Source: an optimization exercise on an open RTL-to-GDS flow (aim: small area). Production flows keep margins and buffers that such runs may drop. In this exercise RTL edits were held to simulation tests only and were not proved equivalent to the original. No driver is modelled on the clock port, so clocking that relies on it looks cheaper here than on a real chip. No activity file was given, so power comes from the tool's default toggle rates.

## zinc
Design baseline_c5gx, start of the top module:
module baseline_c5gx(
      input              CLOCK_50_B7A,
      input              CPU_RESET_n,
      output      [6:0]  HEX0,
      output      [6:0]  HEX1,
      output      [6:0]  HEX2,
      output      [6:0]  HEX3,
      input       [3:0]  KEY,
      output      [7:0]  LEDG,
      output      [9:0]  LEDR,
      input       [9:0]  SW
);
==> flow/config.mk <==
export PLATFORM = sky130hd
export DESIGN_NAME = baseline_c5gx
export DESIGN_NICKNAME = baseline_c5gx
export VERILOG_FILES = /design/flow/design.v
export SDC_FILE = /design/flow/constraint.sdc
export NUM_CORES = 4
export LEC_CHECK = 0
export CAP_MARGIN = 20
export CORE_MARGIN = 2
export CORE_UTILIZATION = 70
export SLEW_MARGIN = 20
==> flow/constraint.sdc <==
create_clock -name core_clock -period 20.0 [get_ports {CLOCK_50_B7A}]
set_input_delay 4.0000 -clock core_clock [delete_from_list [all_inputs] [get_ports {CLOCK_50_B7A}]]
set_output_delay 4.0000 -clock core_clock [all_outputs]
set_load 0.01 [all_outputs]
standard.sh (not shown) runs the stock make flow with config.mk's settings and CLKGATE_MAP_FILE= SYNTH_SCRIPT=/design/flow/synth_recipe.tcl, a recipe that flattens the netlist after the stock synthesis.
==> flow/flow/run.sh <==
#!/bin/bash
# Standard synthesis, then the combinational gates re-optimised with a stronger
# ABC script (flip-flops untouched), then the standard layout from floorplan on.
set -euo pipefail
W=$PWD
F=$W/flow
R=$W/orfs/results/$FLOW_PLATFORM/baseline_c5gx/base
YOSYS=$(command -v yosys || echo /OpenROAD-flow-scripts/tools/install/yosys/bin/yosys)

export BUFFER_PORTS_ARGS="-buffer_cell sky130_fd_sc_hd__buf_1"
export PRE_CTS_TCL=$F/prects.tcl
export ROOT_CLKBUF=sky130_fd_sc_hd__clkbuf_16

bash standard.sh synth > $W/std_synth.log 2>&1

cp $R/1_2_yosys.v $W/std_netlist.v
printf 'set_driving_cell sky130_fd_sc_hd__buf_1\nset_load 5\n' > $W/abc.constr
PERIOD_PS=$(python3 -c "print(int(float('$FLOW_PERIOD_NS')*1000))")
RS_LIB=$FLOW_HOME/platforms/$FLOW_PLATFORM/lib/sky130_fd_sc_hd__tt_025C_1v80.lib \
RS_TOP=$FLOW_TOP RS_IN=$W/std_netlist.v RS_OUT=$W/resynth_netlist.v \
RS_SCRIPT=$F/abc.script RS_CONSTR=$W/abc.constr RS_PERIOD_PS=$PERIOD_PS \
  $YOSYS -c $F/resynth.tcl > $W/resynth.log 2>&1

cp $W/resynth_netlist.v $R/1_2_yosys.v
rm -f $R/1_synth.odb $R/1_synth.sdc
bash standard.sh > $W/std_layout.log 2>&1
==> flow/flow/abc.script <==
strash
&get -n
&deepsyn -I 4 -J 200
&nf -R 1000 -p -F 10 -A 5 -a
&put
topo
dnsize -c
==> flow/flow/prects.tcl <==
# Clock distribution: one clock buffer, placed at the centre of the
# flip-flops it drives, between the clock port and every clock pin (no skew
# between registers). ORFS's clock_tree_synthesis is then skipped; the rest
# of its CTS step (placement legalisation, timing repair) runs as usual.
set clk_port [get_name [lindex [get_property [lindex [all_clocks] 0] sources] 0]]
set block [ord::get_db_block]
set net [$block findNet $clk_port]
set n 0
set sx 0
set sy 0
foreach it [$net getITerms] {
  set inst [$it getInst]
  set box [$inst getBBox]
  set sx [expr {$sx + ([$box xMin] + [$box xMax]) / 2.0}]
  set sy [expr {$sy + ([$box yMin] + [$box yMax]) / 2.0}]
  incr n
}
set dbu [$block getDbUnitsPerMicron]
set x [expr {$sx / $n / $dbu}]
set y [expr {$sy / $n / $dbu}]
puts "clock root buffer $::env(ROOT_CLKBUF) for $n clock pins at ($x, $y)"
insert_buffer -buffer_cell $::env(ROOT_CLKBUF) -net $clk_port -location [list $x $y] \
  -buffer_name clkroot_buf -net_name clknet_root
foreach name [list $clk_port clknet_root] {
  [$block findNet $name] setSigType CLOCK
}
set_propagated_clock [all_clocks]
rename clock_tree_synthesis __orfs_clock_tree_synthesis
proc clock_tree_synthesis { args } {
  puts "clock_tree_synthesis skipped: the clock has its root buffer"
}
==> flow/flow/resynth.tcl <==
# Re-optimises the combinational logic of the standard synthesis netlist with a
# stronger ABC script. Every flip-flop (and tie cell) stays the same instance,
# with the same name and cell type; only the gates between them change.
yosys -import
set lib $::env(RS_LIB)
set top $::env(RS_TOP)
read_liberty -overwrite -ignore_miss_func -ignore_miss_dir $lib
read_verilog -overwrite $::env(RS_IN)
hierarchy -top $top
setattr -mod -set keep_hierarchy 1 {sky130_fd_sc_hd__df*} {sky130_fd_sc_hd__edf*} {sky130_fd_sc_hd__conb*}
flatten
opt_clean -purge
techmap
opt -fast
abc -script $::env(RS_SCRIPT) -liberty $lib -dont_use *lpflow* -dont_use *probe* -constr $::env(RS_CONSTR) -D $::env(RS_PERIOD_PS)
opt_clean -purge
hilomap -singleton -hicell sky130_fd_sc_hd__conb_1 HI -locell sky130_fd_sc_hd__conb_1 LO
splitnets
opt_clean -purge
select -module $top
tee -o $::env(RS_OUT).stat stat -liberty $lib
write_verilog -noattr -nohex -nodec -selected $::env(RS_OUT)
clock tree synthesis (4_1_cts): zinc exited with error
Input changes introduced in pepper (baseline for comparison: zinc):
diff --git a/flow/flow/run.sh b/flow/flow/run.sh
--- a/flow/flow/run.sh
+++ b/flow/flow/run.sh
@@ -10,4 +10,2 @@
 export BUFFER_PORTS_ARGS="-buffer_cell sky130_fd_sc_hd__buf_1"
-export PRE_CTS_TCL=$F/prects.tcl
-export ROOT_CLKBUF=sky130_fd_sc_hd__clkbuf_16
 
==> flow/flow/abc.script <==
strash
&get -n
&deepsyn -I 4 -J 200
&nf -R 1000 -p -F 10 -A 5 -a
&put
topo
stime -c
upsize -c
dnsize -c
removed: flow/flow/prects.tcl
Summary across pepper and zinc: the single failing run is zinc.
pepper vs. zinc: die width increased by 0.92% relative to the old numbers, detailed-placement wirelength estimate went up about 7%, post-placement setup slack saw an increase.
Global placer's final weighted congestion, pepper and zinc: lower on zinc
pepper ends up with a placed cell area that is about 1.8% higher than in zinc.
Going from zinc to pepper, the average size of a mapped cell was found to have gone up by 0.16 um2.
Compare pepper and zinc | summed instance area of the synthesized netlist lower: zinc
#### Input delta (juniper over pepper)
Settings: a change of CORE_UTILIZATION from 70 to 40.
==> flow/run.sh (new file) <==
#!/bin/bash
# synth_recipe.tcl (not shown) runs the flow's synth.tcl, then flattens the netlist and writes it again
# the make line also repeats each setting of config.mk as NAME=value (left out here)
make -C /OpenROAD-flow-scripts/flow DESIGN_CONFIG=/design/flow/config.mk WORK_HOME=/design/flow/orfs CLKGATE_MAP_FILE= SYNTH_SCRIPT=/design/flow/synth_recipe.tcl finish
removed: flow/flow/run.sh
removed: flow/flow/abc.script
removed: flow/flow/resynth.tcl
removed: flow/standard.sh
Results
Gate count after technology mapping of juniper exceeds that of pepper by more than a quarter. Diff pepper -> juniper: layout inverter count without the clock tree now smaller; wire length on met3 -about 28%; total power shrank by 16 uW. On post-CTS clock slew at the launch and capture registers of the worst setup and hold paths, juniper and pepper are neck and neck. juniper vs pepper: die area up by more than 100%.
Setup changes, juniper to xenon
Settings: CTS_BUF_LIST: unset -> sky130_fd_sc_hd__clkbuf_16; CTS_CLUSTER_SIZE: unset -> 64; CORE_UTILIZATION: 40 -> 70; CTS_CLUSTER_DIAMETER: unset -> 200.
==> flow/flow/run.sh (new file) <==
#!/bin/bash
# Standard synthesis, then the combinational gates re-optimised with a stronger
# ABC script (flip-flops untouched), then the standard layout from floorplan on.
set -euo pipefail
W=$PWD
F=$W/flow
R=$W/orfs/results/$FLOW_PLATFORM/baseline_c5gx/base
YOSYS=$(command -v yosys || echo /OpenROAD-flow-scripts/tools/install/yosys/bin/yosys)

export BUFFER_PORTS_ARGS="-buffer_cell sky130_fd_sc_hd__buf_1"

bash standard.sh synth > $W/std_synth.log 2>&1

cp $R/1_2_yosys.v $W/std_netlist.v
printf 'set_driving_cell sky130_fd_sc_hd__buf_1\nset_load 5\n' > $W/abc.constr
PERIOD_PS=$(python3 -c "print(int(float('$FLOW_PERIOD_NS')*1000))")
RS_LIB=$FLOW_HOME/platforms/$FLOW_PLATFORM/lib/sky130_fd_sc_hd__tt_025C_1v80.lib \
RS_TOP=$FLOW_TOP RS_IN=$W/std_netlist.v RS_OUT=$W/resynth_netlist.v \
RS_SCRIPT=$F/abc.script RS_CONSTR=$W/abc.constr RS_PERIOD_PS=$PERIOD_PS \
  $YOSYS -c $F/resynth.tcl > $W/resynth.log 2>&1

cp $W/resynth_netlist.v $R/1_2_yosys.v
rm -f $R/1_synth.odb $R/1_synth.sdc
bash standard.sh > $W/std_layout.log 2>&1
==> flow/flow/abc.script (new file) <==
strash
&get -n
&deepsyn -I 4 -J 200
&nf -R 1000 -p -F 10 -A 5 -a
&put
topo
dnsize -c
==> flow/flow/resynth.tcl (new file) <==
# Re-optimises the combinational logic of the standard synthesis netlist with a
# stronger ABC script. Every flip-flop (and tie cell) stays the same instance,
# with the same name and cell type; only the gates between them change.
yosys -import
set lib $::env(RS_LIB)
set top $::env(RS_TOP)
read_liberty -overwrite -ignore_miss_func -ignore_miss_dir $lib
read_verilog -overwrite $::env(RS_IN)
hierarchy -top $top
setattr -mod -set keep_hierarchy 1 {sky130_fd_sc_hd__df*} {sky130_fd_sc_hd__edf*} {sky130_fd_sc_hd__conb*}
flatten
opt_clean -purge
techmap
opt -fast
abc -script $::env(RS_SCRIPT) -liberty $lib -dont_use *lpflow* -dont_use *probe* -constr $::env(RS_CONSTR) -D $::env(RS_PERIOD_PS)
opt_clean -purge
hilomap -singleton -hicell sky130_fd_sc_hd__conb_1 HI -locell sky130_fd_sc_hd__conb_1 LO
splitnets
opt_clean -purge
select -module $top
tee -o $::env(RS_OUT).stat stat -liberty $lib
write_verilog -noattr -nohex -nodec -selected $::env(RS_OUT)
==> flow/standard.sh (new file) <==
#!/bin/bash
# synth_recipe.tcl (not shown) runs the flow's synth.tcl, then flattens the netlist and writes it again
# the make line also repeats each setting of config.mk as NAME=value (left out here)
make -C /OpenROAD-flow-scripts/flow DESIGN_CONFIG=/design/flow/config.mk WORK_HOME=/design/flow/orfs CLKGATE_MAP_FILE= SYNTH_SCRIPT=/design/flow/synth_recipe.tcl "${@:-finish}"
removed: flow/run.sh
## What came out
Diff juniper and xenon: number of placed instances with taps included higher in juniper
Slew at the pin with the worst max-slew slack ends up lower on xenon.
Compared xenon vs juniper, and synthesis-to-layout area growth is down in xenon.
The higher global placement routability congestion came out of juniper.
Register share of the cell area in xenon vs juniper: up 8.5 points
Looking only at tightest hold margin, and setting everything else aside, the lower value of juniper and xenon goes to juniper.
The most frequent standard cell in the layout excluding fill and tap cells comes out buf_1 in one run and clkdlybuf4s50_1 in the other, namely in xenon and juniper respectively.
The estimated power of xenon ends up higher than the estimate for juniper.
Looking at worst-path cell with the longest stage delay, the clkdlybuf4s50_1 result is from juniper; the buf_1 one comes from xenon.
Setup slack: xenon vs juniper up 800 ps
Compared with juniper, xenon instantiates a smaller number of cells.
Min final standard cell area without fillers across juniper and xenon: xenon

what the ideal ports hide:
No port has a modelled driver above. Below, the same layouts with a new extraction and two added sets of constraints.
Step 1 sets driving cells, clkbuf_16 on the clock port and buf_2 on the other inputs (assumed; they add their load-dependent delay and slew).
Step 2 adds t to the input delays and takes it off the output delays; t is the mean of the earliest and latest rising clock arrival at the registers after step 1. Input paths then give back, and output paths get back, about the clock's delay inside the block.
a / b / c = no drivers / after step 1 / after step 2; a / b = the first two.
| run | shift t [ns] | slack for setup (ns) | clock arrival spread, ns | worst slew at a driven data input, ns | pins driven straight from the clock port |
|---|---|---|---|---|---|
| pepper | 0.325 | 11.700 / 11.676 / 11.676 | 0.013 / 0.013 | 0.06 | 1 |
| juniper | 0.335 | 10.893 / 10.870 / 10.870 | 0.010 / 0.011 | 0.06 | 1 |
| xenon | 0.325 | 11.688 / 11.647 / 11.647 | 0.007 / 0.007 | 0.06 | 1 |
After both steps setup and hold are still met in every run listed. The setup slack of xenon, which loses most, moves by -0.041 ns with the drivers and by -0.041 ns with both steps.
